Context: an optimization exercise on an open-source flow, tuned for small area, a short achievable clock period and few clock cycles per item. The choices shown serve that exercise and are no tape-out recipe. Function was checked by simulation only, so behaviour that the tests miss may differ from the original. Power and IR drop assume default switching activity.

===== design.v =====
module BSW (
    clk, rst, start,
    i_Q, i_R,
    o_Q_al,
    o_R_al,
    detail_info,
    done
);
    input clk, rst;
    input  [2:0] i_Q, i_R;
    input  start;
    output [2:0] o_Q_al, o_R_al;
    output [8:0] detail_info;
    output done;
    localparam [1:0] C_STOP = 2'd0, C_I = 2'd1, C_D = 2'd2, C_G = 2'd3;
    integer k;
    function ge8;
        input [7:0] a, b;
        reg [7:0] g, l;
        reg [3:0] g1, l1;
        reg [1:0] g2, l2;
        integer t;
        begin
            g = a & ~b;
            l = ~a & b;
            for (t = 0; t < 4; t = t + 1) begin
                g1[t] = g[2*t+1] | (~l[2*t+1] & g[2*t]);
                l1[t] = l[2*t+1] | (~g[2*t+1] & l[2*t]);
            end
            for (t = 0; t < 2; t = t + 1) begin
                g2[t] = g1[2*t+1] | (~l1[2*t+1] & g1[2*t]);
                l2[t] = l1[2*t+1] | (~g1[2*t+1] & l1[2*t]);
            end
            ge8 = ~(l2[1] | (~g2[1] & l2[0]));
        end
    endfunction
    function [11:0] pe_cell;
        input [3:0] ta, tb;
        input noA, noB, mt, c0, c1;
        reg aGEb, selM, sat, hz;
        reg [3:0] tmx;
        reg [2:0] tu, tv;
        reg [1:0] v, code;
        reg [3:0] tdl, tdu;
        reg [4:0] xv;         
        begin
            if (noA) begin
                aGEb = 1'b0; tmx = tb;
            end else if (noB) begin
                aGEb = 1'b1; tmx = ta;
            end else begin
                aGEb = &(ta | ~tb); tmx = ta | tb;
            end
            selM = mt ? tmx[3] : tmx[0];
            tu   = selM ? tmx[3:1] : (mt ? 3'b111 : 3'b000);
            sat  = c0 & ~tu[0];
            tv   = {tu[2:1], tu[0] | sat};
            v    = {tv[1], tv[2] | (tv[0] & ~tv[1])};
            hz   = (c0 & ~tu[1]) | (c1 & ~tu[0]);
            if (hz)        code = C_STOP;
            else if (selM) code = aGEb ? C_I : C_D;
            else           code = c0 ? C_STOP : C_G;
            xv   = {1'b0, tv, 1'b1};
            tdl[0] = (~tb[0] | xv[1]) & (~tb[1] | xv[2]) & (~tb[2] | xv[3]) & ~tb[3];
            tdl[1] = xv[1] & (~tb[0] | xv[2]) & (~tb[1] | xv[3]) & ~tb[2];
            tdl[2] = xv[2] & (~tb[0] | xv[3]) & ~tb[1];
            tdl[3] = xv[3] & ~tb[0];
            tdu[0] = (~ta[0] | xv[1]) & (~ta[1] | xv[2]) & (~ta[2] | xv[3]) & ~ta[3];
            tdu[1] = xv[1] & (~ta[0] | xv[2]) & (~ta[1] | xv[3]) & ~ta[2];
            tdu[2] = xv[2] & (~ta[0] | xv[3]) & ~ta[1];
            tdu[3] = xv[3] & ~ta[0];
            pe_cell = {code, v, tdl, tdu};
        end
    endfunction
    function [7:0] addv;
        input [7:0] C;
        input [1:0] v;
        reg [1:0] lo;
        reg [5:0] hi, hip, him;
        reg cyp, cym;
        integer t;
        begin
            lo  = {~(C[1] ^ v[1] ^ (C[0] | v[0])), ~(C[0] ^ v[0])};
            hi  = C[7:2];
            for (t = 0; t < 6; t = t + 1) begin
                hip[t] = hi[t] ^ (t == 0 ? 1'b1 : &(hi | ~((6'd1 << t) - 6'd1)));
                him[t] = hi[t] ^ (t == 0 ? 1'b1 : ~|(hi & ((6'd1 << t) - 6'd1)));
            end
            cyp = C[1] & v[1] & (C[0] | v[0]);
            cym = ~(C[1] | C[0] | v[1] | v[0]);
            addv = {cyp ? hip : cym ? him : hi, lo};
        end
    endfunction
    reg       run;           
    reg [7:0] cyc;           
    always @(posedge clk or posedge rst) begin
        if (rst) begin
            run <= 1'b0;
            cyc <= 8'd0;
        end else if (!run) begin
            if (start) run <= 1'b1;
            cyc <= 8'd0;
        end else if (cyc != 8'hff) begin
            cyc <= cyc + 8'd1;
        end
    end
    reg in_phase, sc_phase, s2_phase, fin, ps_ok, late;
    always @(posedge clk or posedge rst) begin
        if (rst) begin
            in_phase <= 1'b1;
            sc_phase <= 1'b0;
            s2_phase <= 1'b0;
            fin      <= 1'b0;
            ps_ok    <= 1'b0;
            late     <= 1'b0;
        end else if (!run) begin
            in_phase <= 1'b1;
            sc_phase <= 1'b0;
            s2_phase <= 1'b0;
            fin      <= 1'b0;
            ps_ok    <= 1'b0;
            late     <= 1'b0;
        end else begin
            if (cyc == 8'd62) in_phase <= 1'b0;
            if (cyc == 8'd2)  sc_phase <= 1'b1;
            if (cyc == 8'd66) sc_phase <= 1'b0;
            if (cyc == 8'd4)  s2_phase <= 1'b1;
            if (cyc == 8'd67) s2_phase <= 1'b0;
            fin <= (cyc == 8'd66);
            if (cyc == 8'd5)  ps_ok <= 1'b1;
            if (cyc == 8'd66) late <= 1'b1;
        end
    end
    reg [2:0] m_lo;          
    reg [2:0] m_hi;          
    always @(posedge clk) begin
        m_lo <= {m_lo[1:0], sc_phase};
        m_hi <= {m_hi[1:0], m_hi[0] || (run && cyc == 8'd63)};
        if (!sc_phase) m_hi <= 3'd0;
    end
    wire m_ge1 = m_lo[0], m_ge2 = m_lo[1], m_ge3 = m_lo[2];
    wire m_le60 = !m_hi[0], m_le61 = !m_hi[1], m_le62 = !m_hi[2];
    wire [5:0] ve, vo;
    assign ve[0] = sc_phase && m_ge2 && m_le61;
    assign ve[1] = sc_phase && m_ge1 && m_le62;
    assign ve[2] = sc_phase;
    assign ve[3] = sc_phase && m_ge1 && m_le62;
    assign ve[4] = sc_phase && m_ge2 && m_le61;
    assign ve[5] = sc_phase && m_ge3 && m_le60;
    assign vo[0] = sc_phase && m_ge2 && m_le60;
    assign vo[1] = sc_phase && m_ge1 && m_le61;
    assign vo[2] = sc_phase && m_le62;
    assign vo[3] = sc_phase && m_le62;
    assign vo[4] = sc_phase && m_ge1 && m_le61;
    assign vo[5] = sc_phase && m_ge2 && m_le60;
    reg [127:0] qv, rv;
    wire [1:0] q_in = in_phase ? i_Q[1:0] : qv[127:126];
    wire [1:0] r_in = in_phase ? i_R[1:0] : rv[127:126];
    always @(posedge clk) begin
        qv <= {qv[125:0], q_in};
        rv <= {rv[125:0], r_in};
    end
    reg  [47:0] hpe, hpo;     
    reg  [23:0] dlo, duo;     
    wire [47:0] he, ho;
    wire [23:0] dle, due, dlo_n, duo_n;
    wire [11:0] ce_w, co_w;
    genvar p;
    generate
        for (p = 0; p < 6; p = p + 1) begin : g_pe
            wire mte = (qv[2*(5-p) +: 2] == rv[2*(1+p) +: 2]);
            wire mto = (qv[2*(5-p) +: 2] == rv[2*p +: 2]);
            wire [7:0] Ce  = hpe[8*p +: 8];
            wire       ce0 = (Ce == 8'd0);
            wire       ce1 = (Ce == 8'd1);
            wire [3:0] tae = dlo[4*p +: 4];
            wire [3:0] tbe;
            if (p == 5) begin : g_b5
                assign tbe = 4'b0001;
            end else begin : g_bn
                assign tbe = duo[4*(p+1) +: 4];
            end
            wire [11:0] re = pe_cell(tae, tbe, 1'b0, p == 5, mte, ce0, ce1);
            wire [7:0]  He = addv(Ce, re[9:8]);
            assign he[8*p +: 8]   = ve[p] ? He : 8'd0;
            assign ce_w[2*p +: 2] = re[11:10];
            assign dle[4*p +: 4]  = ve[p] ? re[7:4] : 4'b0001;
            assign due[4*p +: 4]  = ve[p] ? re[3:0] : 4'b0001;
            wire [7:0] Co  = hpo[8*p +: 8];
            wire       co0 = (Co == 8'd0);
            wire       co1 = (Co == 8'd1);
            wire [3:0] tao;
            if (p == 0) begin : g_a0
                assign tao = 4'b0001;
            end else begin : g_an
                assign tao = dle[4*(p-1) +: 4];
            end
            wire [11:0] ro = pe_cell(tao, due[4*p +: 4], p == 0, 1'b0, mto, co0, co1);
            wire [1:0] vo_ = ro[9:8];
            wire [7:0] Ho  = addv(Co, vo_);
            assign ho[8*p +: 8]    = vo[p] ? Ho : 8'd0;
            assign co_w[2*p +: 2]  = ro[11:10];
            assign dlo_n[4*p +: 4] = vo[p] ? ro[7:4] : 4'b0001;
            assign duo_n[4*p +: 4] = vo[p] ? ro[3:0] : 4'b0001;
        end
    endgenerate
    always @(posedge clk) begin
        hpe <= he;
        hpo <= ho;
        dlo <= dlo_n;
        duo <= duo_n;
    end
    reg  [383:0] bank0, bank1, bank2, bank3;
    wire [23:0]  new_word = {co_w, ce_w};
    always @(posedge clk) begin
        bank0 <= {bank3[359:0], sc_phase ? new_word : bank3[383:360]};
        bank1 <= bank0;
        bank2 <= bank1;
        bank3 <= bank2;
    end
    reg [95:0] mh;
    reg [47:0] mi;
    reg [23:0] s1_h;
    reg [11:0] s1_i;         
    reg [7:0]  best_h;
    reg [5:0]  best_w;
    reg        best_par;
    reg [2:0]  best_p;
    always @(*) begin
        for (k = 0; k < 6; k = k + 1) begin
            mh[8*k +: 8]     = hpe[8*k +: 8]; mi[4*k +: 4]     = {1'b0, k[2:0]};
            mh[8*(k+6) +: 8] = hpo[8*k +: 8]; mi[4*(k+6) +: 4] = {1'b1, k[2:0]};
        end
        for (k = 0; k < 6; k = k + 1) begin
            if (ge8(mh[8*(2*k) +: 8], mh[8*(2*k+1) +: 8])) begin
                mh[8*k +: 8] = mh[8*(2*k) +: 8];   mi[4*k +: 4] = mi[4*(2*k) +: 4];
            end else begin
                mh[8*k +: 8] = mh[8*(2*k+1) +: 8]; mi[4*k +: 4] = mi[4*(2*k+1) +: 4];
            end
        end
        for (k = 0; k < 3; k = k + 1) begin
            if (ge8(mh[8*(2*k) +: 8], mh[8*(2*k+1) +: 8])) begin
                mh[8*k +: 8] = mh[8*(2*k) +: 8];   mi[4*k +: 4] = mi[4*(2*k) +: 4];
            end else begin
                mh[8*k +: 8] = mh[8*(2*k+1) +: 8]; mi[4*k +: 4] = mi[4*(2*k+1) +: 4];
            end
        end
    end
    wire [7:0] g0 = s1_h[7:0], g1 = s1_h[15:8], g2 = s1_h[23:16];
    wire c01 = ge8(g0, g1), c02 = ge8(g0, g2), c12 = ge8(g1, g2);
    wire b0  = !ge8(best_h, g0), b1 = !ge8(best_h, g1), b2 = !ge8(best_h, g2);
    wire t0  = b0 && c01 && c02;
    wire t1  = b1 && !c01 && c12;
    wire t2  = b2 && !c02 && !c12;
    wire [7:0] h63 = hpe[23:16];
    wire w63 = fin && !ge8(best_h, h63) && !ge8(g0, h63)
               && !ge8(g1, h63) && !ge8(g2, h63);
    wire       upd     = s2_phase && (t0 || t1 || t2);
    wire [5:0] w_now   = cyc[5:0] - 6'd5;
    wire [5:0] best_wn = w63 ? 6'd63 : upd ? w_now : best_w;    
    wire       best_parn = w63 ? 1'b0 : !upd ? best_par : t0 ? s1_i[3] : t1 ? s1_i[7] : s1_i[11];
    wire [2:0] best_pn   = w63 ? 3'd2 : !upd ? best_p : t0 ? s1_i[2:0] : t1 ? s1_i[6:4] : s1_i[10:8];
    always @(posedge clk) begin
        s1_h <= mh[23:0];
        s1_i <= mi[11:0];
        if (!run) begin
            best_h   <= 8'd0;
            best_w   <= 6'd0;
            best_par <= 1'b0;
            best_p   <= 3'd2;          
        end else if (w63) begin
            best_h <= h63; best_w <= 6'd63; best_par <= 1'b0; best_p <= 3'd2;
        end else if (upd) begin
            best_w <= w_now;
            if (t0) begin
                best_h <= g0; best_par <= s1_i[3];  best_p <= s1_i[2:0];
            end else if (t1) begin
                best_h <= g1; best_par <= s1_i[7];  best_p <= s1_i[6:4];
            end else begin
                best_h <= g2; best_par <= s1_i[11]; best_p <= s1_i[10:8];
            end
        end
    end
    reg        ps_act;                  
    reg        rc;                      
    reg        shift_r;                 
    reg        strm;                    
    reg        bchg;                    
    reg [3:0]  blk;                     
    reg [5:0]  cin_e, cin_o;            
    reg [5:0]  base;
    reg [5:0]  pe_w;                    
    reg        pe_par;
    reg [2:0]  pe_p;
    reg [4:0]  vtop;                    
    wire [3:0] bE    = pe_w[5:2];
    reg  [63:0] oh;                     
    reg  [15:0] rsel;                   
    function [23:0] sel16x24;
        input [383:0] v;
        input [15:0] s;
        integer a;
        begin
            sel16x24 = 24'd0;
            for (a = 0; a < 16; a = a + 1)
                sel16x24 = sel16x24 | (v[24*a +: 24] & {24{s[a]}});
        end
    endfunction
    wire [95:0] bank_out = {sel16x24(bank3, oh[63:48]), sel16x24(bank2, oh[47:32]),
                            sel16x24(bank1, oh[31:16]), sel16x24(bank0, oh[15:0])};
    wire [95:0] wd;                       
    genvar j;
    generate
        for (j = 0; j < 4; j = j + 1) begin : g_rot
            assign wd[24*j +: 24] = (bank_out[23:0]  & {24{rsel[4*j]}})
                                  | (bank_out[47:24] & {24{rsel[4*j+1]}})
                                  | (bank_out[71:48] & {24{rsel[4*j+2]}})
                                  | (bank_out[95:72] & {24{rsel[4*j+3]}});
        end
    endgenerate
    reg  [5:0]  oE, oO;
    reg  [5:0]  cE, cO;
    reg  [15:0] blk_path;                
    reg  [47:0] stop_hit;                
    reg  [23:0] w;
    integer kk, q;
    wire [3:0] cst_r;
    wire       inj = (ps_act || rc) && blk == bE;
    always @(*) begin
        if (inj || (ps_act && blk > bE)) begin
            cE = 6'd0; cO = 6'd0;
        end else if (rc) begin
            for (q = 0; q < 6; q = q + 1) begin
                cE[q] = (cst_r == q + 1);
                cO[q] = (cst_r == q + 7);
            end
        end else begin
            cE = cin_e; cO = cin_o;
        end
        blk_path = 16'd0;
        stop_hit = 48'd0;
        oE = 6'd0; oO = 6'd0;
        for (kk = 3; kk >= 0; kk = kk - 1) begin
            w = wd[24*kk +: 24];
            for (q = 0; q < 6; q = q + 1)
                oO[q] = cO[q] | (inj && pe_w[1:0] == kk && pe_par && pe_p == q);
            for (q = 0; q < 6; q = q + 1) begin
                oE[q] = cE[q] | (inj && pe_w[1:0] == kk && !pe_par && pe_p == q)
                      | (oO[q] && w[12 + 2*q +: 2] == C_D);
                if (q < 5)
                    oE[q] = oE[q] | (oO[q + 1] && w[12 + 2*(q+1) +: 2] == C_I);
            end
            for (q = 0; q < 6; q = q + 1) begin
                cE[q] = oE[q] && w[2*q +: 2] == C_G;
                cO[q] = (oO[q] && w[12 + 2*q +: 2] == C_G)
                      | (oE[q] && w[2*q +: 2] == C_I);
                if (q > 0)
                    cO[q] = cO[q] | (oE[q - 1] && w[2*(q-1) +: 2] == C_D);
            end
            for (q = 0; q < 6; q = q + 1) begin
                if (oE[q])
                    blk_path[4*kk +: 2] = blk_path[4*kk +: 2]
                        | {w[2*q +: 2] != C_D, w[2*q +: 2] != C_I};
                if (oO[q])
                    blk_path[4*kk + 2 +: 2] = blk_path[4*kk + 2 +: 2]
                        | {w[12 + 2*q +: 2] != C_D, w[12 + 2*q +: 2] != C_I};
                stop_hit[12*kk + q]     = oE[q] && w[2*q +: 2] == C_STOP;
                stop_hit[12*kk + 6 + q] = oO[q] && w[12 + 2*q +: 2] == C_STOP;
            end
        end
    end
    wire found = |stop_hit;
    reg [1:0] f_k;
    reg       f_par;
    reg [2:0] f_p;
    always @(*) begin
        f_k = 2'd0; f_par = 1'b0; f_p = 3'd0;
        for (k = 0; k < 48; k = k + 1) begin
            if (k / 12 == 1 || k / 12 == 3) f_k[0] = f_k[0] | stop_hit[k];
            if (k / 12 >= 2)                f_k[1] = f_k[1] | stop_hit[k];
            if ((k % 12) >= 6)              f_par  = f_par  | stop_hit[k];
            if ((k % 6) & 1)                f_p[0] = f_p[0] | stop_hit[k];
            if ((k % 6) & 2)                f_p[1] = f_p[1] | stop_hit[k];
            if ((k % 6) & 4)                f_p[2] = f_p[2] | stop_hit[k];
        end
    end
    reg [59:0] cst;                    
    reg [3:0]  cin_x;
    always @(*) begin
        cin_x = 4'd0;
        for (q = 0; q < 6; q = q + 1) begin
            if (cin_e[q]) cin_x = cin_x | (q + 1);
            if (cin_o[q]) cin_x = cin_x | (q + 7);
        end
    end
    assign cst_r = (blk == 4'd15) ? 4'd0 : cst[4*blk +: 4];
    wire merge  = ps_act && (blk < bE) && ({1'b0, blk} < vtop) && (blk >= s_b)
                  && (cin_x == cst_r);
    wire ps_end = ps_act && (merge || found);      
    wire free   = !ps_act || ps_end;
    wire bnew   = upd || w63;                      
    wire ps_go  = ps_ok && !strm && (fin || (bchg && !ps_act));
    wire [3:0] go_b = fin ? 4'd15 : best_w[5:2];
    wire abort  = ps_go && ps_act && !ps_end;
    wire st_go  = late && !fin && !strm && free;
    wire st_mg  = late && !fin && !strm && merge;
    wire st0    = st0_r || st_mg;
    always @(posedge clk or posedge rst) begin
        if (rst) begin
            ps_act <= 1'b0;
            strm   <= 1'b0;
            bchg   <= 1'b1;
            vtop   <= 5'd0;
        end else if (!run) begin
            ps_act <= 1'b0;
            strm   <= 1'b0;
            bchg   <= 1'b1;
            vtop   <= 5'd0;
        end else begin
            if (ps_go)       ps_act <= 1'b1;
            else if (ps_end) ps_act <= 1'b0;
            if (st_go) strm <= 1'b1;
            bchg <= ps_go ? (bnew && !fin) : (bchg || bnew);
            if (ps_end)
                vtop <= {1'b0, bE};
            else if (abort)
                vtop <= (vtop < {1'b0, blk}) ? vtop : {1'b0, blk};
        end
    end
    always @(posedge clk) begin
        if (ps_go) begin
            pe_w   <= fin ? best_wn   : best_w;
            pe_par <= fin ? best_parn : best_par;
            pe_p   <= fin ? best_pn   : best_p;
        end
        cin_e <= cE;
        cin_o <= cO;
        for (k = 0; k < 15; k = k + 1)
            if (ps_act && blk < bE && blk == k) cst[4*k +: 4] <= cin_x;
    end
    reg [5:0] base_n;
    always @(*) begin
        if (ps_go)
            base_n = fin ? 6'd1 : cyc[5:0] - 6'd6 - {best_w[5:2], 2'b00};
        else if (st0)
            base_n = cyc[5:0] - 6'd10 - {s_b, 2'b00};
        else if (ps_act)
            base_n = base + 6'd5;
        else
            base_n = shift_r ? base - 6'd3 : base + 6'd1;
    end
    always @(posedge clk) begin
        base <= base_n;
        if (ps_go)          blk <= go_b;
        else if (st0)       blk <= s_b + 4'd1;
        else if (ps_act)    blk <= blk - 4'd1;
        else if (shift_r)   blk <= blk + 4'd1;
        for (k = 0; k < 64; k = k + 1)
            oh[k] <= ((k / 16) < base_n[1:0]) ? (base_n[5:2] == ((k + 15) % 16))
                                              : (base_n[5:2] == (k % 16));
        for (k = 0; k < 16; k = k + 1)
            rsel[k] <= ((base_n[1:0] + 2'd3 - (k / 4)) & 2'd3) == (k % 4);
    end
    reg [15:0] pcur, pnext, pprev;
    reg        st0_r;            
    reg [3:0]  s_b;
    reg [1:0]  s_k;
    reg        s_par;
    reg [2:0]  s_p;
    reg        sa_act;           
    reg [6:0]  sa_d;             
    reg [5:0]  sa_qp, sa_rp;     
    reg        sb_end;
    reg        sb_q, sb_r;
    reg [2:0]  dcnt;
    reg        done_r;
    reg [2:0]  oq, orr;
    reg [8:0]  det;
    wire [5:0] s_w  = {s_b, s_k};
    wire [6:0] s_i  = {1'b0, s_w} + s_p - 7'd2;
    wire [6:0] s_j  = {1'b0, s_w} + 7'd2 - s_p + s_par;
    wire [6:0] s_d  = {s_w, s_par};
    wire [6:0] e_i  = {1'b0, best_w} + best_p - 7'd2;
    wire [6:0] e_j  = {1'b0, best_w} + 7'd2 - best_p + best_par;
    wire [6:0] e_d  = {best_w, best_par};
    wire [6:0] cd   = st0_r ? s_d : sa_d;
    function [1:0] mux64x2;
        input [127:0] v;
        input [5:0] s;
        reg [127:0] t;
        integer a, l;
        begin
            t = v;
            for (l = 0; l < 6; l = l + 1)
                for (a = 0; a < (32 >> l); a = a + 1)
                    t[2*a +: 2] = s[l] ? t[2*(2*a+1) +: 2] : t[2*(2*a) +: 2];
            mux64x2 = t[1:0];
        end
    endfunction
    wire [31:0] win  = {pn_eff, pc_eff};
    wire [3:0]  i1   = {1'b0, cd[2:0]} + 4'd1;
    wire [3:0]  i2   = {1'b0, cd[2:0]} + 4'd2;
    wire [1:0]  e1   = win[2*i1 +: 2];
    wire [1:0]  e2   = win[2*i2 +: 2];
    wire        use1 = (e1 != 2'b00);
    wire [1:0]  nc   = use1 ? e1 : e2;
    wire [6:0]  nd   = use1 ? cd + 7'd1 : cd + 7'd2;
    wire        shift = (st0 || sa_act) && !last && (nd[6:3] != cd[6:3]);
    wire       last = (cd == e_d);
    wire [5:0] cqp = st0_r ? cyc[5:0] - s_i[5:0] : sa_qp;
    wire [5:0] crp = st0_r ? cyc[5:0] - s_j[5:0] : sa_rp;
    always @(posedge clk or posedge rst) begin
        if (rst) begin
            st0_r  <= 1'b0;
            sa_act <= 1'b0;
            sb_end <= 1'b0;
            done_r <= 1'b0;
            dcnt   <= 3'd0;
        end else if (!run) begin
            st0_r  <= 1'b0;
            sa_act <= 1'b0;
            sb_end <= 1'b0;
            done_r <= 1'b0;
            dcnt   <= 3'd0;
        end else begin
            st0_r <= st_go && !st_mg;
            if (st0 || sa_act) begin
                sa_act <= !last;
                sb_end <= last;
            end
            done_r <= strm || st_mg;     
            if ((st0 || dcnt != 3'd0) && dcnt != 3'd7) dcnt <= dcnt + 3'd1;
        end
    end
    always @(posedge clk) begin
        if (!run) begin
            s_b   <= 4'd0;
        end else if (ps_act && !merge && found) begin
            s_b   <= blk;
            s_k   <= f_k;
            s_par <= f_par;
            s_p   <= f_p;
        end
        if (st0 || sa_act) begin
            sb_q  <= nc[1];
            sb_r  <= nc[0];
            sa_d  <= nd;
            sa_qp <= cqp + {5'd0, !nc[1]};
            sa_rp <= crp + {5'd0, !nc[0]};
        end else if (!strm) begin
            sb_q  <= 1'b1;
            sb_r  <= 1'b1;
            sa_d  <= s_d;
            sa_qp <= cyc[5:0] + 6'd1 - s_i[5:0];
            sa_rp <= cyc[5:0] + 6'd1 - s_j[5:0];
        end
    end
    reg [15:0] pprev2;
    reg        fnd_r, mrg_r;
    wire [15:0] pc_eff = fnd_r ? pprev : pcur;
    wire [15:0] pn_eff = (fnd_r || mrg_r) ? pprev2 : (merge && blk == s_b) ? pprev : pnext;
    always @(posedge clk) begin
        pprev  <= blk_path;
        pprev2 <= pprev;
        fnd_r  <= ps_act && !merge && found;
        mrg_r  <= merge && blk == s_b;
        if (shift) begin
            pcur  <= pn_eff;
        end else begin
            pcur  <= pc_eff;
            pnext <= rc ? blk_path : pn_eff;
        end
    end
    always @(posedge clk or posedge rst) begin
        if (rst) begin
            shift_r <= 1'b0;
            rc      <= 1'b0;
        end else begin
            shift_r <= run && shift;
            rc      <= run && shift_r;
        end
    end
    wire       o_q = st0_r | sb_q;
    wire       o_r = st0_r | sb_r;
    wire [1:0] qb  = mux64x2(qv, cqp);
    wire [1:0] rb  = mux64x2(rv, crp);
    always @(posedge clk) begin
        if (sb_end) begin
            oq  <= 3'd0;
            orr <= 3'd0;
        end else begin
            oq  <= o_q ? ((qb == 2'd0) ? 3'd4 : {1'b0, qb}) : 3'd5;
            orr <= o_r ? ((rb == 2'd0) ? 3'd4 : {1'b0, rb}) : 3'd5;
        end
        case (dcnt)
            3'd0: det <= {2'b0, s_i};
            3'd1: det <= {2'b0, s_j};
            3'd2: det <= {2'b0, e_i};
            3'd3: det <= {2'b0, e_j};
            3'd4: det <= {1'b0, best_h};
            default: det <= 9'd0;
        endcase
    end
    assign o_Q_al      = oq;
    assign o_R_al      = orr;
    assign detail_info = det;
    assign done        = done_r;
endmodule

===== standard.sh =====
#!/bin/bash
# synth_recipe.tcl (not shown) runs the flow's synth.tcl, then flattens the netlist and writes it again
# the make line also repeats each setting of config.mk as NAME=value (left out here)
make -C /OpenROAD-flow-scripts/flow DESIGN_CONFIG=/design/flow/config.mk WORK_HOME=/design/flow/orfs CLKGATE_MAP_FILE= SYNTH_SCRIPT=/design/flow/synth_recipe.tcl "${@:-finish}"

===== constraint.sdc =====
create_clock -name core_clock -period 24.0 [get_ports {clk}]
set_input_delay 4.8000 -clock core_clock [delete_from_list [all_inputs] [get_ports {clk}]]
set_output_delay 4.8000 -clock core_clock [all_outputs]
set_load 0.01 [all_outputs]

===== config.mk =====
export PLATFORM = sky130hd
export DESIGN_NAME = BSW
export DESIGN_NICKNAME = BSW
export VERILOG_FILES = /design/flow/design.v
export SDC_FILE = /design/flow/constraint.sdc
export NUM_CORES = 8
export LEC_CHECK = 0
export ABC_AREA = 1
export CAP_MARGIN = 20
export CORE_MARGIN = 2
export CORE_UTILIZATION = 40
export CTS_CLUSTER_DIAMETER = 80
export CTS_CLUSTER_SIZE = 25
export PLACE_DENSITY = 0.93
export SLEW_MARGIN = 20

===== flow/run.sh =====
#!/bin/bash
# Standard layout, with the port buffers made of buf_4 cells instead of the
# cell buffer_ports picks by default, and timing repair aiming at 18.2 ns of
# setup slack (the clock period stays the design's). Make's full output goes
# to flow.log; each tool's own logs stay under orfs/logs.
set -euo pipefail
export BUFFER_PORTS_ARGS="-buffer_cell sky130_fd_sc_hd__buf_4"
export SETUP_SLACK_MARGIN=18.2
bash standard.sh > flow.log 2>&1

==> summary.txt, run 1 <==
status finished clean; NumNets Final a little under 10000; M2 GR Usage 37.3%; grt met1 use 32.3%; Routed Antenna Nets 0; met3 Use GR 8.28%; die area about 210000 sq um; hold_buf cts 0; Synth Area in XOR/XNOR 0.932%; number of clock sinks 2288; CP max stage cell dfrtp_1; Via-to-Cell Ratio 5.83; first-pass GRT wire length 410 mm; footprint of the multi-input gates 31000 sq um; Leak Pwr approximately 38 nW; vias in the first global route between 60000 and 70000; Avg Cell Area, Syn 8.64 sq um; critical path startpoint category register; sequential area share after synthesis between 50% and 60%; synthesized flop and latch total 2288; Finish-stage setup viols 0; pwr/cell area 166 nW/um^2; initial core utilization 40.3%; HPWL Detailed 186 mm; CP arrival 1.33 ns; Synth Flop Type dfxtp_1; Worst setup EP type output port; Worst-Margin Slew 1.38 ns; chip width about 460 microns; ratio of cells with drive above 1 in the final layout 6.06%; FMAX 163 MHz; initial antenna violation count 22; worst path buffer plus inverter count 1; Final Hold Viols 0; CTS H-tree depth 3; wire length per cell ~23 microns; Netlist cell types 74; multiplexer share of the synthesized area 0.153%; Clock Tree Root clkbuf_16; main combinational cell family by area after synthesis simple AND/OR/NAND/NOR gates; pin count of the biggest net entering global routing 79; Final Max Slew Viols 0; I/O Buffers 21; post-layout min period 6.13 ns; grt peak-use layer met2; skew final approximately 0.12 ns; RSZ-0062 raised after global routing true; CTS tree done; Placed Area 85700 sq um; Cells after Synth about 9600; Worst Path Max Fanout 1; ys async rst share 1.35%; Synth-to-Final Area Change 8.24%; EDFF count, synth 117; I/O pin total 25; Pre-Repair DR Iteration Count 9; Core Region 205000 sq um; gpl congestion 1.07; synthesized cell area between 80000 and 90000 sq um; DRT Wirelength roughly 280 mm; Hold Crit Class register to register; worst vdd ir 0.000104 V; clk buf depth 3; worst rel slew slack 6.92%; Adder-Cell Fraction of Synth Area 2.13%; CP Data Required Time 19.20 ns; Synth Area in Simple Gates 20.9%; Reg area 47200 sq um; syn_nets between 9000 and 10000; global-route usage over all layers 25.8%; # rows 166; total grt overflow 0; Final period util between 20% and 30%; Ys Warns 1; crit path kind register to output port; fillers 18400; Top Family by Delay on Critical Path flip-flops; cells along the critical path buf_6; clock-pin slew on the worst setup and hold paths about 0.10 ns; Fin Setup TNS 0 ns; Max Cap Viol 0; Synth Area in Compound Gates a little over an eighth; detailed-route via count 71500; DR iter-0 viols 11100; DRC Markers 0; CTS Buf Count 113; peak per-stage delay on the critical path 0.39 ns; Die H roughly 460 microns; Worst-Skew Late Latency between 0.8 and 0.9 ns; final instance area ~90000 sq um
-- routing by layer --
metal / part of all wire (%) / up-vias / wire length (microns)
met5: 0.11 / - / 315
met4: 8.6 / 14 / 24300
met3: 15 / 1465 / 41600
met2: 40 / 5171 / 114000
met1: 36 / 33000 / 102000
li1: - / 31800 / -
-- cell families after synthesis --
group           after synthesis
fa+ha+maj                   136
compound gates             1734
flops                      2288
mux                          12
simple gates               4150
other cells                   1
xor+xnor                     88
buf+inv                    1167
-- timing repair --
item | CTS | global route
endpoints found under the hold margin | 0 | 0
setup buffers | 1 | 7
setup endpoints to repair | 38 | 79
pin swaps | 0 | 0
gates cloned | 0 | 1
resized for setup | 26 | 22
-- worst paths after layout --
path | cells past startpoint | start | endpoint | slack (ns)
setup / recovery | 1 | done_r$_DFF_PP0_ | done | 17.87
hold / removal | 0 | qv[71]$_DFF_P_ | qv[73]$_DFF_P_ | 0.31
setup reg to reg | 25 | oh[29]$_DFF_P_ | s_k[1]$_DFFE_PP_ | 18.36
hold reg to reg | 0 | qv[71]$_DFF_P_ | qv[73]$_DFF_P_ | 0.31
max in group asynchronous | 3 | rst | bchg$_DFF_PP1_ | 19.52
min in group asynchronous | 3 | rst | cyc[4]$_DFFE_PP0P_ | 4.09
-- state kept, by name (all words and copies together), names as in the netlist, 60 cells and up --
name and cells:
bank0 384, bank1 384, bank2 384, bank3 384, cst 60, oh 64
qv 128, rv 128
-- layout by cell type (no fill, tap or decap), types with 26 or more instances in the layout --
| cell | synthesis | routed |
|---|---|---|
| inv_1 | 813 | 807 |
| buf_4 | 14 | 135 |
| a211oi_1 | 46 | 46 |
| a22o_1 | 103 | 103 |
| a21oi_1 | 305 | 303 |
| nand2_1 | 2341 | 2335 |
| o21ai_0 | 629 | 627 |
| xnor2_1 | 37 | 37 |
| o211ai_1 | 48 | 48 |
| nor4_1 | 61 | 52 |
| o21ai_1 | 32 | 33 |
| nand4_1 | 193 | 193 |
| xor2_1 | 51 | 51 |
| o22ai_1 | 145 | 145 |
| or2_2 | 38 | 38 |
| clkbuf_16 | 0 | 113 |
| ha_1 | 128 | 128 |
| nand2_2 | 33 | 38 |
| nor2_1 | 1001 | 995 |
| a221oi_1 | 155 | 155 |
| dfxtp_2 | 0 | 76 |
| o221ai_1 | 48 | 47 |
| dfrtp_1 | 29 | 29 |
| dfxtp_1 | 2140 | 2064 |
| edfxtp_1 | 117 | 117 |
| a2111oi_0 | 29 | 27 |
| nand3_1 | 273 | 273 |
| o32ai_1 | 31 | 31 |
| nand3_2 | 26 | 26 |
| a31oi_1 | 61 | 61 |
| nor3_1 | 137 | 129 |
-- final cells by class --
class | count | share of cell area [%]
tap | 2688 | 3.76
clock inverter | 34 | 0.693
sequential | 2288 | 52.7
antenna | 11 | 0.0307
multi-input combinational | 6121 | 34.7
timing repair inverter | 1 | 0.00559
inverter | 845 | 3.56
timing repair buffer | 152 | 1.34
clock buffer | 123 | 3.20
-- cells in the mapped netlist, types with 31 or more instances --
cell      number  area [sq um]
or2_2         38           238
a221oi_1     155          1360
edfxtp_1     117          3510
xor2_1        51           447
dfxtp_1     2140         42800
nand2_1     2341          8790
a22o_1       103           902
a31oi_1       61           382
nand2_2       33           206
o22ai_1      145           907
o21ai_1       32           160
nor2_1      1001          3760
nand4_1      193          1210
o221ai_1      48           420
nor4_1        61           382
inv_1        813          3050
nor3_1       137           686
clkbuf_1     167           627
nand3_1      273          1370
o211ai_1      48           360
buf_2        111           556
a211oi_1      46           345
xnor2_1       37           324
ha_1         128          1600
o32ai_1       31           272
a21oi_1      305          1530
o21ai_0      629          3150
-- report_power, final --
group          switching [W]  internal, W
clock                0.00129     0.000911
sequential          0.000830      0.00512
combinational        0.00472      0.00195
total                0.00684      0.00798
-- stage by stage --
step / util, % / setup slack (ns) / power, W / std cells / hold slack, ns
final: 43.7 / 17.87 / 0.0148 / 12300 / 0.309
after global routing: 43.7 / 17.84 / 0.0156 / 12300 / 0.301
after CTS: 43.6 / 17.87 / 0.0144 / 12200 / 0.303
after detailed placement: 41.8 / 17.84 / 0.0122 / 12100 / 0.330
after global placement: 41.8 / 17.92 / 0.0120 / 12100 / 0.327
after floorplan: - / 18.54 / 0.0100 / 9576 / 0.326
Testbench counts, summed over its fixed seeds: cycles 44,498, items 320.
==> run 2: changes to the inputs <==
--- a/config.mk
+++ b/config.mk
@@ -11,5 +11,6 @@
 export CORE_UTILIZATION = 40
+export CTS_BUF_LIST = sky130_fd_sc_hd__clkbuf_8 sky130_fd_sc_hd__clkbuf_16
 export CTS_CLUSTER_DIAMETER = 80
 export CTS_CLUSTER_SIZE = 25
-export PLACE_DENSITY = 0.93
+export PLACE_DENSITY = 0.88
 export SLEW_MARGIN = 20
==> summary.txt, run 2 <==
initial core utilization 40.3% (unchanged); worst vdd ir 0.000114 V (+10%); Adder-Cell Fraction of Synth Area 2.13% (unchanged); CP arrival 1.29 ns (-0.04 ns); hold_sp bank0[275]$_DFF_P_; Synth Area in Compound Gates 13.1% (unchanged); pin count of the biggest net entering global routing 69 (-13%); P_int 0.00793 W (-0.61%); ys async rst share 1.35% (unchanged); area leader, netlist dfxtp_1; Hold WS 0.309 ns (-0.000159 ns); pwr/cell area 164 nW/um^2 (-1.1%); Synth Area in XOR/XNOR 0.932% (unchanged); die area 210000 sq um (unchanged); Final period util 25.4% (-0.13 points); vias in the first global route 64700 (-3.1%); Worst setup EP type output port; EDFF count, synth 117 (unchanged); Reg2Reg Setup Slack 18.38 ns (+0.02 ns); CTS H-tree depth 3 (unchanged); initial antenna violation count 10 (-55%); CP Data Required Time 19.20 ns (about the same); crit path kind register to output port; syn_nets 9721 (unchanged); switching power 0.00668 W (-2.4%); HPWL Detailed 182 mm (-1.8%); peak per-stage delay on the critical path 0.39 ns (about the same); Clock Power Share 14.3% (-0.5 points); Clock Tree Root clkbuf_16; DR iter-0 viols 10000 (-9.1%); Via-to-Cell Ratio 5.76 (-1.2%); Synth Area in Simple Gates 20.9% (unchanged); DRT Wirelength 278 mm (-1.8%); Max Cap Viol 0 (unchanged); Synth Flop Type dfxtp_1; post-layout min period 6.09 ns (-0.0320 ns); part of the power in combinational logic 44.9% (about the same); top area cells in the synthesized netlist dfxtp_1 52%, nand2_1 11%, nor2_1 4.5%, edfxtp_1 4.2%, o21ai_0 3.8%; NumNets Final 9672 (+0.052%); clk buf depth 3 (unchanged); Commonest cells post-synth 2341 x nand2_1, 2140 x dfxtp_1, 1001 x nor2_1; CTS tree done; Die H 459 microns (unchanged); cell count of the worst reg-to-reg path 28 (+12%); Pwr Total 0.0146 W (-1.4%); dpl cells 12100 (+0.074%); Finish-stage setup viols 0 (unchanged); detailed-route via count 70700 (-1.1%); Worst-Skew Late Latency 0.84 ns (-0.05 ns); hold worst-path end bank1[275]$_DFF_P_; FMAX 164 MHz (+0.53%); Leak Pwr 38.3 nW (-0.24%); launch point of the worst reg-to-reg path oh[42]$_DFF_P_; gpl congestion 1.08 (+1.0%); Avg Cell Area, Syn 8.64 sq um (unchanged); status finished clean; Worst-Margin Slew 1.32 ns (-0.0605 ns); Synth top area share 51.8% (unchanged); Worst Path Max Fanout 1 (unchanged); count leader, synth nand2_1; Netlist cell types 74 (unchanged); RSZ-0062 raised after global routing true; skew final 0.0814 ns (-0.0361 ns); synthesized cell area 82700 sq um (unchanged); # rows 166 (unchanged); hold depth 0 (unchanged); CP max stage cell dfrtp_1; sequential area share after synthesis 57.0% (unchanged); global-route usage over all layers 25.3% (-0.44 points); main combinational cell family by area after synthesis simple AND/OR/NAND/NOR gates; cells along the critical path buf_6; I/O pin total 25 (unchanged); Final Instance Count excl. Fillers 12300 (+0.065%); multiplexer share of the synthesized area 0.153% (unchanged); synthesized flop and latch total 2288 (unchanged); Final Max Slew Viols 0 (unchanged); wire length per cell 22.6 microns (-1.9%); Synth-to-Final Area Change 7.87%; DRC Markers 0 (unchanged); commonest non-fill, non-tap cell in the layout nand2_1; Fin Setup TNS 0 ns (unchanged); Pre-Repair DR Iteration Count 11 (+2); critical path startpoint category register; Routed Antenna Nets 0 (unchanged); Cells after Synth 9576 (unchanged); chip width 459 microns (unchanged); first-pass GRT wire length 402 mm (-1.9%); clock-pin slew on the worst setup and hold paths 0.09 ns (about the same); worst rel slew slack 11.1% (+4.2 points); commonest cells after routing, fill and taps aside 2338 x nand2_1, 2066 x dfxtp_1, 999 x nor2_1; total grt overflow 0 (unchanged); sw frac 45.7% (-0.44 points); Final Hold Viols 0 (unchanged); number of clock sinks 2288 (unchanged); I/O Buffers 21 (unchanged); Top Family by Delay on Critical Path flip-flops; share of power burned in registers 40.8% (+0.7 points); worst path buffer plus inverter count 1 (unchanged); CTS Buf Count 107 (-5.3%); Hold Crit Class register to register; Core Region 205000 sq um (unchanged); r2r endpoint s_p[2]$_DFFE_PP_; ratio of cells with drive above 1 in the final layout 5.84% (-0.23 points); Ys Warns 1 (unchanged)
-- run 2: cell counts after synthesis --
No cell type changed its count.
-- run 2: final cells by class --
class	count	area, sq um
fillers	18700	116000
flip-flops and latches	2288	47200
multi-input cells	6121	30900
well taps	2688	3360
inverters	845	3190
clock buffers	110	2730
repair buffers	163	1280
clock inverters	31	434
diodes	24	60.1
repair inverters	1	5.00
-- run 2: per-layer routing --
| layer | GRT usage [%] | vias up | share of wire (%) |
|---|---|---|---|
| li1 | - | 31800 | - |
| met1 | 32.5 | 32700 | 37 |
| met2 | 37.0 | 5024 | 41 |
| met3 | 7.80 | 1174 | 15 |
| met4 | 15.7 | 4 | 7.3 |
| met5 | 0.207 | - | 0.026 |
-- run 2: worst max path at each step --
stage / startpoint / endpoint / slack, ns / cells past startpoint
finish: done_r$_DFF_PP0_ / done / 17.91 / 1
floorplan: rst / cyc[0]$_DFFE_PP0P_ / 18.54 / 1
CTS: done_r$_DFF_PP0_ / done / 17.87 / 1
global route: done_r$_DFF_PP0_ / done / 17.88 / 1
detailed placement: blk[1]$_DFFE_PP_ / sa_rp[5]$_DFFE_PP_ / 18.13 / 27
global placement: blk[1]$_DFFE_PP_ / sa_rp[5]$_DFFE_PP_ / 18.25 / 27
-- run 2: metrics by stage --
stage	setup slack [ns]	instance area (sq um)	utilization, %
finish	17.91	89200	43.5
global route	17.88	89200	43.5
CTS	17.87	89000	43.4
detailed placement	18.13	85800	41.8
global placement	18.25	85800	41.8
floorplan	18.54	82700	-
-- run 2: what timing repair did --
action,4_1_cts,5_1_grt
resized for setup,21,17
endpoints found under the setup margin,17,83
hold buffers,0,0
setup buffers,1,8
gates cloned,0,1
-- run 2: logic make-up (layout without fill, tap and decap cells) --
group | count (synthesis) | count (layout)
multiplexers | 12 | 12
buffers and inverters | 1167 | 1150
XOR/XNOR | 88 | 88
AND/OR/NAND/NOR | 4150 | 4150
other | 1 | 25
adder cells (fa/ha/maj) | 136 | 136
AO/OA/AOI/OAI | 1734 | 1734
flip-flops | 2288 | 2288
-- run 2: power by group through the flow --
stage	combinational [W]	sequential (W)	clock (W)
3_3_place_gp	0.00606	0.00592	0
4_1_cts	0.00627	0.00591	0.00208
5_1_grt	0.00713	0.00605	0.00221
2_1_floorplan	0.00437	0.00563	0
6_report	0.00656	0.00596	0.00209
3_5_place_dp	0.00620	0.00597	0
==> run 3: changes to the inputs <==
--- a/config.mk
+++ b/config.mk
@@ -11,5 +11,5 @@
 export CORE_UTILIZATION = 40
-export CTS_BUF_LIST = sky130_fd_sc_hd__clkbuf_8 sky130_fd_sc_hd__clkbuf_16
 export CTS_CLUSTER_DIAMETER = 80
 export CTS_CLUSTER_SIZE = 25
+export GPL_ROUTABILITY_DRIVEN = 0
 export PLACE_DENSITY = 0.88
==> summary.txt, run 3 <==
Core Region 205000 sq um (unchanged); I/O pin total 25 (unchanged); synthesized cell area 82700 sq um (unchanged); Worst-Margin Slew 1.28 ns (-0.0422 ns); Synth Flop Type dfxtp_1; r2r endpoint s_par$_DFFE_PP_; Clock Power Share 14.3% (about the same); DR iter-0 viols 11300 (+12%); Worst setup EP type output port; Worst Path Max Fanout 1 (unchanged); clock-pin slew on the worst setup and hold paths 0.10 ns (about the same); CP Depth 1 (unchanged); chip width 459 microns (unchanged); grt met1 use 30.5% (-2.0 points); HPWL Detailed 174 mm (-4.6%); critical path startpoint category register; post-place setup slack 17.84 ns (-0.291 ns); switching power 0.00665 W (-0.50%); Pre-Repair DR Iteration Count 17 (+6); fillers 18500 (-0.74%); Commonest cells post-synth 2341 x nand2_1, 2140 x dfxtp_1, 1001 x nor2_1; I/O Buffers 21 (unchanged); initial antenna violation count 13 (+3); post-layout min period 6.13 ns (+0.0341 ns); worst setup path end done; grt peak-use layer met2; RSZ-0062 raised after global routing true; cells along the critical path buf_6; number of clock sinks 2288 (unchanged); Top Family by Delay on Critical Path flip-flops; CP max stage cell dfrtp_1; sequential area share after synthesis 57.0% (unchanged); worst vdd ir 0.000122 V (+6.7%); launch point of the worst reg-to-reg path rsel[12]$_DFF_P_; first-pass GRT wire length 394 mm (-2.0%); commonest cells after routing, fill and taps aside 2337 x nand2_1, 2064 x dfxtp_1, 999 x nor2_1; Clock Tree Root clkbuf_16; CP startpoint done_r$_DFF_PP0_; CP Data Required Time 19.20 ns (about the same); Die H 459 microns (unchanged); pwr/cell area 163 nW/um^2 (-0.19%); synthesized flop and latch total 2288 (unchanged); die area 210000 sq um (unchanged); DRT Wirelength 272 mm (-2.0%); share of power burned in registers 41.0% (+0.2 points); ys async rst share 1.35% (unchanged); worst rel slew slack 13.7% (+2.6 points); Final Max Slew Viols 0 (unchanged); global-route usage over all layers 24.7% (-0.66 points); Pwr Total 0.0145 W (-0.48%); M2 GR Usage 35.2% (-1.8 points); P_int 0.00790 W (-0.46%); Final period util 25.5% (+0.14 points); peak per-stage delay on the critical path 0.39 ns (about the same); DRC Markers 0 (unchanged); met3 Use GR 9.40% (+1.6 points); hold_buf cts 0 (unchanged); CTS Buf Count 107 (unchanged); Avg Cell Area, Syn 8.64 sq um (unchanged); status finished clean; top area cells in the synthesized netlist dfxtp_1 52%, nand2_1 11%, nor2_1 4.5%, edfxtp_1 4.2%, o21ai_0 3.8%; CP arrival 1.33 ns (+0.04 ns); count leader, synth nand2_1; commonest non-fill, non-tap cell in the layout nand2_1; syn_nets 9721 (unchanged); Ys Warns 1 (unchanged); ratio of cells with drive above 1 in the final layout 5.55% (-0.29 points); Routed Antenna Nets 0 (unchanged); Synth-to-Final Area Change 7.56%; NumNets Final 9646 (-0.27%); Reg2Reg Setup Slack 18.16 ns (-0.22 ns); FMAX 163 MHz (-0.56%); # rows 166 (unchanged); initial core utilization 40.3% (unchanged); Fin Setup TNS 0 ns (unchanged); area leader, netlist dfxtp_1; part of the power in combinational logic 44.6% (-0.3 points); clk buf depth 3 (unchanged); vias in the first global route 65100 (+0.60%); cell count of the worst reg-to-reg path 26 (-7.1%); Synth top area share 51.8% (unchanged); Hold Crit Class register to register; Max Cap Viol 0 (unchanged); Finish-stage setup viols 0 (unchanged); Netlist cell types 74 (unchanged); worst path buffer plus inverter count 1 (unchanged); Worst-Skew Late Latency 0.85 ns (about the same); skew final 0.0805 ns (-0.000938 ns); CTS H-tree depth 3 (unchanged); detailed-route via count 71400 (+1.1%); Final Hold Viols 0 (unchanged); total grt overflow 0 (unchanged); pin count of the biggest net entering global routing 78 (+13%); wire length per cell 22.2 microns (-1.7%); CTS tree done; Leak Pwr 38.2 nW (-0.42%); PnR worst setup slack 17.87 ns (-0.0341 ns); EDFF count, synth 117 (unchanged); crit path kind register to output port; sw frac 45.7% (about the same); Cells after Synth 9576 (unchanged); Via-to-Cell Ratio 5.84 (+1.4%)
-- run 3: cell counts after synthesis --
No cell type changed its count.
-- run 3: timing repair --
item                       4_1_cts  5_1_grt
setup endpoints to repair       31      104
setup buffers                    0        2
cloned                           0        1
resized for setup               29       12
-- run 3: layout make-up --
type                       count  area (sq um)  area share, %
sequential                  2288         47200           53.1
multi-input combinational   6121         30900           34.8
tap                         2688          3360           3.78
inverter                     845          3180           3.58
clock buffer                 118          2740           3.08
timing repair buffer         137          1090           1.23
clock inverter                21           367          0.412
antenna                       19          47.5         0.0534
timing repair inverter         1          5.00        0.00563
-- run 3: per-stage QoR --
step	instance area, sq um	hold slack, ns	cells	utilization [%]
floorplan	82700	0.326	9576	-
global placement	85600	0.328	12100	41.8
detailed placement	85600	0.330	12100	41.8
CTS	88800	0.309	12200	43.3
global route	88900	0.316	12200	43.4
finish	89000	0.302	12200	43.4
-- run 3: logic make-up after synthesis --
group                    share of synthesized area (%)
AND/OR/NAND/NOR                                   20.9
flip-flops                                        57.0
AO/OA/AOI/OAI                                     13.1
multiplexers                                     0.153
XOR/XNOR                                         0.932
adder cells (fa/ha/maj)                           2.13
other                                          0.00453
buffers and inverters                             5.71
-- run 3: worst min-delay path by stage --
| stage | start | endpoint | cells past startpoint |
|---|---|---|---|
| CTS | bank3[328]$_DFF_P_ | bank0[352]$_DFF_P_ | 0 |
| global route | bank1[150]$_DFF_P_ | bank2[150]$_DFF_P_ | 0 |
| finish | bank3[166]$_DFF_P_ | bank0[190]$_DFF_P_ | 0 |
| detailed placement | qv[47]$_DFF_P_ | qv[49]$_DFF_P_ | 0 |
| global placement | qv[25]$_DFF_P_ | qv[27]$_DFF_P_ | 0 |
| floorplan | pprev[0]$_DFF_P_ | pprev2[0]$_DFF_P_ | 0 |
-- run 3: metal layers --
layer / vias to the layer above / wire length [microns]
li1: 31800 / -
met1: 32600 / 96100
met2: 5550 / 108000
met3: 1532 / 44200
met4: 10 / 24100
met5: - / 108
-- run 3: power by group through the flow --
stage	clock [W]	sequential [W]	combinational, W
2_1_floorplan	0	0.00563	0.00437
3_3_place_gp	0	0.00591	0.00592
3_5_place_dp	0	0.00597	0.00608
4_1_cts	0.00207	0.00591	0.00616
5_1_grt	0.00220	0.00605	0.00702
6_report	0.00209	0.00597	0.00649
==> run 4: changes to the inputs <==
--- a/config.mk
+++ b/config.mk
@@ -13,3 +13,2 @@
 export CTS_CLUSTER_SIZE = 25
-export GPL_ROUTABILITY_DRIVEN = 0
 export PLACE_DENSITY = 0.88
==> summary.txt, run 4 <==
status finished clean; Cells after Synth 9576 (unchanged); post-layout min period 6.10 ns (-0.0309 ns); peak per-stage delay on the critical path 0.39 ns (about the same); Reg area 47200 sq um (about the same); Synth Flop Type dfxtp_1; Final Max Slew Viols 0 (unchanged); synthesized cell area 82700 sq um (unchanged); CP arrival 1.30 ns (-0.03 ns); RSZ-0062 raised after global routing true; Avg Cell Area, Syn 8.64 sq um (unchanged); die area 210000 sq um (unchanged); hold depth 0 (unchanged); CP Data Required Time 19.20 ns (about the same); hold worst-path end bank1[275]$_DFF_P_; ratio of cells with drive above 1 in the final layout 5.84% (+0.29 points); CTS H-tree depth 3 (unchanged); fillers 18700 (+0.77%); initial antenna violation count 10 (-3); hold_sp bank0[275]$_DFF_P_; CTS tree done; initial core utilization 40.3% (unchanged); Pre-Repair DR Iteration Count 14 (-3); Final Instance Count excl. Fillers 12300 (+0.26%); Final Hold Viols 0 (unchanged); gpl congestion about 1.1; Reg2Reg Setup Slack 18.38 ns (+0.22 ns); total grt overflow 0 (unchanged); Clock Tree Root clkbuf_16; Max Cap Viol 0 (unchanged); Leak Pwr 38.3 nW (+0.35%); Final period util 25.4% (-0.13 points); critical path startpoint category register; r2r endpoint s_p[2]$_DFFE_PP_; pwr/cell area 164 nW/um^2 (+0.24%); HPWL Detailed 182 mm (+4.9%); Top Family by Delay on Critical Path flip-flops; # rows 166 (unchanged); Core Region 205000 sq um (unchanged); worst rel slew slack 10.7% (-3.0 points); wire length per cell 22.6 microns (+1.8%); sequential area share after synthesis 57.0% (unchanged); Synth-to-Final Area Change 7.87%; DRC Markers 0 (unchanged); I/O pin total 25 (unchanged); I/O Buffers 21 (unchanged); NumNets Final 9672 (+0.27%); dpl cells 12100 (+0.13%); area leader, netlist dfxtp_1; chip width 459 microns (unchanged); CTS Buf Count 107 (unchanged); DRT Wirelength 278 mm (+2.1%); Via-to-Cell Ratio 5.76 (-1.4%); syn_nets 9721 (unchanged); Hold WS 0.314 ns (+0.0120 ns); FMAX 164 MHz (+0.51%); crit path kind register to output port; ys async rst share 1.35% (unchanged); EDFF count, synth 117 (unchanged); top area cells in the synthesized netlist dfxtp_1 52%, nand2_1 11%, nor2_1 4.5%, edfxtp_1 4.2%, o21ai_0 3.8%; cells along the critical path buf_6; Routed Antenna Nets 0 (unchanged); Worst-Skew Late Latency 0.83 ns (-0.02 ns); skew final 0.0799 ns (-0.000598 ns); first-pass GRT wire length 402 mm (+2.0%); synthesized flop and latch total 2288 (unchanged); CP max stage cell dfrtp_1; Netlist cell types 74 (unchanged); worst path buffer plus inverter count 1 (unchanged); worst vdd ir 0.000115 V (-6.2%); vias in the first global route 64700 (-0.59%); cell count of the worst reg-to-reg path 28 (+7.7%); clk buf depth 3 (unchanged); commonest cells after routing, fill and taps aside 2338 x nand2_1, 2066 x dfxtp_1, 999 x nor2_1; Ys Warns 1 (unchanged); detailed-route via count 70700 (-1.1%); Util after Layout 43.5% (+0.12 points); Hold Crit Class register to register; number of clock sinks 2288 (unchanged); count leader, synth nand2_1; footprint of the multi-input gates 30900 sq um (about the same); Commonest cells post-synth 2341 x nand2_1, 2140 x dfxtp_1, 1001 x nor2_1; DR iter-0 viols 10100 (-11%); launch point of the worst reg-to-reg path oh[42]$_DFF_P_; Die H 459 microns (unchanged); Worst-Margin Slew 1.33 ns (+0.0488 ns); global-route usage over all layers 25.3% (+0.66 points); Synth top area share 51.8% (unchanged); Fin Setup TNS 0 ns (unchanged); commonest non-fill, non-tap cell in the layout nand2_1; pin count of the biggest net entering global routing 69 (-12%); Finish-stage setup viols 0 (unchanged); Worst setup EP type output port; clock-pin slew on the worst setup and hold paths 0.10 ns (about the same); Worst Path Max Fanout 1 (unchanged)
[run 4: cell counts after synthesis]
No cell type changed its count.
[run 4: cells by family (layout without fill, tap and decap cells)]
group	count (synthesis)	in the layout	synth area share [%]
simple gates	4150	4150	20.9
flops	2288	2288	57.0
compound gates	1734	1734	13.1
buf+inv	1167	1150	5.71
fa+ha+maj	136	136	2.13
xor+xnor	88	88	0.932
mux	12	12	0.153
other cells	1	24	0.00453
[run 4: layout make-up]
| class | instances | share of cell area [%] |
|---|---|---|
| clock buffers | 117 | 3.09 |
| flip-flops and latches | 2288 | 52.9 |
| repair buffers | 163 | 1.44 |
| well taps | 2688 | 3.77 |
| diodes | 23 | 0.0645 |
| clock inverters | 24 | 0.457 |
| repair inverters | 1 | 0.00561 |
| inverters | 845 | 3.57 |
| multi-input cells | 6121 | 34.7 |
[run 4: power by group]
| part | switching, W | internal, W | leakage [nW] |
|---|---|---|---|
| clock | 0.00123 | 0.000865 | 1.53 |
| combinational | 0.00461 | 0.00195 | 17.5 |
| sequential | 0.000842 | 0.00512 | 19.3 |
[run 4: repair_timing]
| action | in CTS | in global routing |
|---|---|---|
| buffers inserted | 1 | 8 |
| hold buffers | 0 | 0 |
| resized for setup | 21 | 17 |
| endpoints found under the setup margin | 17 | 83 |
| cloned | 0 | 1 |
[run 4: worst max-delay path by stage]
stage                                start                  to  slack [ns]  cells after the start
after floorplan                        rst  cyc[0]$_DFFE_PP0P_       18.54                      1
after global placement    blk[1]$_DFFE_PP_  sa_rp[5]$_DFFE_PP_       18.25                     27
after detailed placement  blk[1]$_DFFE_PP_  sa_rp[5]$_DFFE_PP_       18.13                     27
after CTS                 done_r$_DFF_PP0_                done       17.88                      1
after global routing      done_r$_DFF_PP0_                done       17.88                      1
final                     done_r$_DFF_PP0_                done       17.90                      1
[run 4: layer usage]
layer / share of wire (%) / vias to the layer above / GRT usage, %
met1: 37 / 32700 / 32.5
li1: - / 31800 / -
met5: 0.036 / - / 0.207
met4: 7.5 / 6 / 15.7
met3: 14 / 1174 / 7.80
met2: 41 / 5013 / 37.0
[run 4: through the flow]
| stage | setup slack (ns) | total power (W) | instance area (sq um) |
|---|---|---|---|
| after floorplan | 18.54 | 0.0100 | 82700 |
| after global placement | 18.25 | 0.0120 | 85800 |
| after detailed placement | 18.13 | 0.0122 | 85800 |
| after CTS | 17.88 | 0.0143 | 89000 |
| after global routing | 17.88 | 0.0154 | 89200 |
| final | 17.90 | 0.0146 | 89200 |
==> run 5: changes to the inputs <==
--- a/config.mk
+++ b/config.mk
@@ -12,3 +12,3 @@
 export CTS_CLUSTER_DIAMETER = 80
-export CTS_CLUSTER_SIZE = 25
+export CTS_CLUSTER_SIZE = 22
 export PLACE_DENSITY = 0.88
==> summary.txt, run 5 <==
NumNets Final 9683 (+0.11%); Final Max Slew Viols 0 (unchanged); commonest cells after routing, fill and taps aside 2338 x nand2_1, 2066 x dfxtp_1, 1000 x nor2_1; Worst setup EP type output port; pwr/cell area 164 nW/um^2 (+0.12%); ratio of cells with drive above 1 in the final layout 5.89% (+0.056 points); DRT Wirelength 277 mm (-0.12%); footprint of the multi-input gates 30900 sq um (about the same); Synth Flop Type dfxtp_1; RSZ-0062 raised after global routing true; Final Hold Viols 0 (unchanged); Clock Tree Root clkbuf_16; Core Region 205000 sq um (unchanged); Netlist cell types 74 (unchanged); Worst-Skew Late Latency 0.82 ns (about the same); hold_buf cts 0 (unchanged); CP arrival 1.33 ns (+0.03 ns); detailed-route via count 70500 (-0.20%); CP max stage cell dfrtp_1; Worst-Margin Slew 1.29 ns (-0.0431 ns); global-route usage over all layers 25.3% (about the same); CP Data Required Time 19.20 ns (about the same); count leader, synth nand2_1; Pwr Total 0.0147 W (+0.32%); Via-to-Cell Ratio 5.75 (-0.21%); total grt overflow 0 (unchanged); synthesized flop and latch total 2288 (unchanged); Placed Area 85800 sq um (unchanged); Leak Pwr 38.4 nW (+0.26%); post-place setup slack 18.13 ns (unchanged); top area cells in the synthesized netlist dfxtp_1 52%, nand2_1 11%, nor2_1 4.5%, edfxtp_1 4.2%, o21ai_0 3.8%; Routed Antenna Nets 0 (unchanged); crit path kind register to output port; hold_sp bank2[7]$_DFF_P_; worst rel slew slack 13.3% (+2.6 points); fillers 18600 (-0.31%); worst vdd ir 0.000127 V (+11%); Cells after Synth 9576 (unchanged); Reg2Reg Setup Slack 18.37 ns (about the same); launch point of the worst reg-to-reg path oh[42]$_DFF_P_; DR iter-0 viols 9738 (-3.3%); I/O pin total 25 (unchanged); skew final 0.0742 ns (-0.00568 ns); FMAX 163 MHz (-0.55%); post-layout min period 6.13 ns (+0.0335 ns); Reg area 47200 sq um (unchanged); number of clock sinks 2288 (unchanged); clk buf depth 3 (unchanged); wire length per cell 22.6 microns (-0.13%); peak per-stage delay on the critical path 0.39 ns (about the same); first-pass GRT wire length 402 mm (about the same); Pre-Repair DR Iteration Count 10 (-4); vias in the first global route 65000 (+0.50%); Synth top area share 51.8% (unchanged); Max Cap Viol 0 (unchanged); Avg Cell Area, Syn 8.64 sq um (unchanged); commonest non-fill, non-tap cell in the layout nand2_1; initial core utilization 40.3% (unchanged); syn_nets 9721 (unchanged); Fin Setup TNS 0 ns (unchanged); EDFF count, synth 117 (unchanged); Final period util 25.5% (+0.14 points); DRC Markers 0 (unchanged); area leader, netlist dfxtp_1; CTS Buf Count 117 (+9.3%); CTS tree done; Die H 459 microns (unchanged); CTS H-tree depth 3 (unchanged); synthesized cell area 82700 sq um (unchanged); cells along the critical path buf_6; # rows 166 (unchanged); pin count of the biggest net entering global routing 69 (unchanged); Synth-to-Final Area Change 8.08%; HPWL Detailed 182 mm (unchanged); clock-pin slew on the worst setup and hold paths 0.09 ns (about the same); PnR worst setup slack 17.87 ns (-0.0335 ns); chip width 459 microns (unchanged); Commonest cells post-synth 2341 x nand2_1, 2140 x dfxtp_1, 1001 x nor2_1; I/O Buffers 21 (unchanged); status finished clean; Top Family by Delay on Critical Path flip-flops; Worst Path Max Fanout 1 (unchanged); gpl congestion 1.08 (unchanged); initial antenna violation count 12 (+2); ys async rst share 1.35% (unchanged); critical path startpoint category register; sequential area share after synthesis 57.0% (unchanged); CP startpoint done_r$_DFF_PP0_; Hold Crit Class register to register; Ys Warns 1 (unchanged); final instance area 89400 sq um (+0.19%); die area 210000 sq um (unchanged); Finish-stage setup viols 0 (unchanged); worst path buffer plus inverter count 1 (unchanged)
[run 5: cell types whose count changed in the layout (fill, tap and decap cells not counted), sizes merged]
cell,delta
buf,+2
diode,-10
clkinv,-2
inv,-4
clkbuf,+15
[run 5: cells by family after synthesis]
group           Yosys count  synth area share (%)
simple gates           4150                  20.9
flops                  2288                  57.0
compound gates         1734                  13.1
buf+inv                1167                  5.71
fa+ha+maj               136                  2.13
xor+xnor                 88                 0.932
mux                      12                 0.153
other cells               1               0.00453
[run 5: layer usage]
metal  global-route usage, %  wire length, microns  vias to the layer above
li1                        -                     -                    31800
met1                    32.2                102000                    32600
met2                    36.6                112000                     4907
met3                    8.25                 41000                     1223
met4                    16.7                 22100                       12
met5                   0.230                   241                        -
[run 5: path summary, 6_finish.rpt]
kind | to | cells after the start
worst min register to register | bank3[7]$_DFF_P_ | 0
worst max-delay path | done | 1
min in group asynchronous | dcnt[2]$_DFFE_PP0P_ | 3
worst min-delay path | bank3[7]$_DFF_P_ | 0
worst max register to register | s_p[1]$_DFFE_PP_ | 28
max in group asynchronous | in_phase$_DFFE_PP1P_ | 3
[run 5: stage by stage]
stage | utilization, % | hold WS (ns) | cells
floorplan | - | 0.326 | 9576
global placement | 41.8 | 0.329 | 12100
detailed placement | 41.8 | 0.332 | 12100
CTS | 43.5 | 0.301 | 12200
global route | 43.6 | 0.318 | 12300
finish | 43.6 | 0.301 | 12300
[run 5: area by class of cell]
cell class              count  share of cell area [%]
flip-flops and latches   2288                    52.8
multi-input cells        6121                    34.6
well taps                2688                    3.76
inverters                 845                    3.57
clock buffers             133                    3.39
repair buffers            164                    1.45
clock inverters            18                   0.351
diodes                     13                  0.0364
repair inverters            1                 0.00560
[run 5: what timing repair did]
item	CTS	global route
cloned	0	1
setup buffers	1	9
resized for setup	21	17
setup endpoints to repair	18	87
[run 5: power breakdown]
part           total [W]  switching (W)  leakage [nW]  internal [W]
Sequential       0.00596       0.000841          19.3       0.00512
Clock            0.00215        0.00123          1.62      0.000924
Combinational    0.00655        0.00460          17.5       0.00195
Total             0.0147        0.00667          38.4       0.00800
==> run 6: changes to the inputs <==
--- a/config.mk
+++ b/config.mk
@@ -11,5 +11,5 @@
 export CORE_UTILIZATION = 40
-export CTS_CLUSTER_DIAMETER = 80
-export CTS_CLUSTER_SIZE = 22
-export PLACE_DENSITY = 0.88
+export CTS_CLUSTER_DIAMETER = 60
+export CTS_CLUSTER_SIZE = 28
+export PLACE_DENSITY = 0.8
 export SLEW_MARGIN = 20
==> summary.txt, run 6 <==
Fin Setup TNS 0 ns (unchanged); chip width 459 microns (unchanged); DRT Wirelength 275 mm (-0.90%); cell count of the worst reg-to-reg path 24 (-14%); Worst-Skew Late Latency 0.84 ns (+0.02 ns); Pre-Repair DR Iteration Count 6 (-4); Cells after Synth 9576 (unchanged); Max Cap Viol 0 (unchanged); peak per-stage delay on the critical path 0.38 ns (about the same); Ys Warns 1 (unchanged); Clock Tree Root clkbuf_16; Avg Cell Area, Syn 8.64 sq um (unchanged); ys async rst share 1.35% (unchanged); top area cells in the synthesized netlist dfxtp_1 52%, nand2_1 11%, nor2_1 4.5%, edfxtp_1 4.2%, o21ai_0 3.8%; CP max stage cell dfrtp_1; I/O pin total 25 (unchanged); clk buf depth 3 (unchanged); Synth top area share 51.8% (unchanged); I/O Buffers 21 (unchanged); skew final 0.0729 ns (-0.00129 ns); Commonest cells post-synth 2341 x nand2_1, 2140 x dfxtp_1, 1001 x nor2_1; total grt overflow 0 (unchanged); CP arrival 1.30 ns (-0.03 ns); # rows 166 (unchanged); Pwr Total 0.0149 W (+1.9%); synthesized cell area 82700 sq um (unchanged); Synth-to-Final Area Change 9.00%; commonest non-fill, non-tap cell in the layout nand2_1; sequential area share after synthesis 57.0% (unchanged); Final period util 25.4% (-0.13 points); synthesized flop and latch total 2288 (unchanged); RSZ-0062 raised after global routing true; Die H 459 microns (unchanged); number of clock sinks 2288 (unchanged); initial antenna violation count 8 (-4); syn_nets 9721 (unchanged); Leak Pwr 38.7 nW (+0.87%); HPWL Detailed 183 mm (+0.27%); DR iter-0 viols 9535 (-2.1%); Worst Path Max Fanout 1 (unchanged); EDFF count, synth 117 (unchanged); Top Family by Delay on Critical Path flip-flops; clock-pin slew on the worst setup and hold paths 0.11 ns (+0.02 ns); crit path kind register to output port; post-layout min period 6.10 ns (-0.0313 ns); Netlist cell types 74 (unchanged); worst rel slew slack 12.2% (-1.2 points); Finish-stage setup viols 0 (unchanged); CP Depth 1 (unchanged); Routed Antenna Nets 0 (unchanged); NumNets Final 9678 (-0.052%); first-pass GRT wire length 396 mm (-1.3%); hold depth 0 (unchanged); Via-to-Cell Ratio 5.63 (-2.0%); Worst-Margin Slew 1.31 ns (+0.0212 ns); gpl congestion 1.09 (+0.48%); Worst setup EP type output port; cells along the critical path buf_6; pwr/cell area 166 nW/um^2 (+1.0%); critical path startpoint category register; detailed-route via count 69300 (-1.8%); wire length per cell 22.3 microns (-1.2%); global-route usage over all layers 25.1% (-0.21 points); Hold Crit Class register to register; status finished clean; Final Hold Viols 0 (unchanged); Synth Flop Type dfxtp_1; CTS tree done; DRC Markers 0 (unchanged); CTS H-tree depth 3 (unchanged); commonest cells after routing, fill and taps aside 2336 x nand2_1, 2062 x dfxtp_1, 995 x nor2_1
-- run 6: repair_timing --
action / 4_1_cts / 5_1_grt
setup endpoints to repair: 44 / 92
endpoints found under the hold margin: 0 / 0
buffers inserted: 3 / 1
cloned: 0 / 0
gates resized for setup: 30 / 22
-- run 6: routing by layer --
| layer | up-vias | wire [microns] | track usage, % |
|---|---|---|---|
| li1 | 31800 | - | - |
| met1 | 32300 | 106000 | 32.8 |
| met2 | 4159 | 115000 | 37.6 |
| met3 | 960 | 35300 | 5.96 |
| met4 | 8 | 19000 | 14.9 |
| met5 | - | 80 | 0.138 |
-- run 6: report_power, final --
group / internal [W] / switching [W] / leakage (nW) / total, W
sequential: 0.00512 / 0.000806 / 19.3 / 0.00592
clock: 0.00102 / 0.00138 / 1.96 / 0.00240
combinational: 0.00195 / 0.00466 / 17.5 / 0.00662
total: 0.00809 / 0.00685 / 38.7 / 0.0149
-- run 6: through the flow --
stage               hold slack, ns  util (%)  std cells  worst slack, ns  instance area [sq um]
floorplan                    0.326         -       9576            18.54                  82700
global placement             0.328      41.9      12100            17.86                  85800
detailed placement           0.330      41.9      12100            17.74                  85800
CTS                          0.328      43.9      12300            17.84                  90000
global route                 0.323      44.0      12300            17.87                  90100
finish                       0.318      44.0      12300            17.90                  90200
-- run 6: cell families (layout without fill, tap and decap cells) --
logic type      count (synthesis)  after routing  share of synthesized area [%]
flops                        2288           2288                           57.0
fa+ha+maj                     136            136                           2.13
simple gates                 4150           4150                           20.9
mux                            12             12                          0.153
buf+inv                      1167           1200                           5.71
xor+xnor                       88             88                          0.932
other cells                     1              8                        0.00453
compound gates               1734           1734                           13.1
-- run 6: path summary, 6_finish.rpt --
kind | startpoint | end | slack, ns
max reg2reg | oh[20]$_DFF_P_ | s_p[0]$_DFFE_PP_ | 18.33
max in group asynchronous | rst | bchg$_DFF_PP1_ | 19.53
min | bank0[64]$_DFF_P_ | bank1[64]$_DFF_P_ | 0.32
max | done_r$_DFF_PP0_ | done | 17.90
min in group asynchronous | rst | dcnt[1]$_DFFE_PP0P_ | 4.09
min reg2reg | bank0[64]$_DFF_P_ | bank1[64]$_DFF_P_ | 0.32
-- run 6: layout make-up --
class	count	area, sq um
clock buffer	133	3090
multi-input combinational	6121	31000
sequential	2288	47200
fill	19200	115000
tap	2688	3360
inverter	845	3180
antenna	7	17.5
timing repair buffer	158	1250
clock inverter	64	1020

Setup slack of run 6, layout unchanged: 17.901 ns with ideal ports, 17.815 ns with driving cells assumed (clock clkbuf_16, inputs buf_2), 18.332 ns with port delays also shifted by the 0.888 ns mid clock arrival.
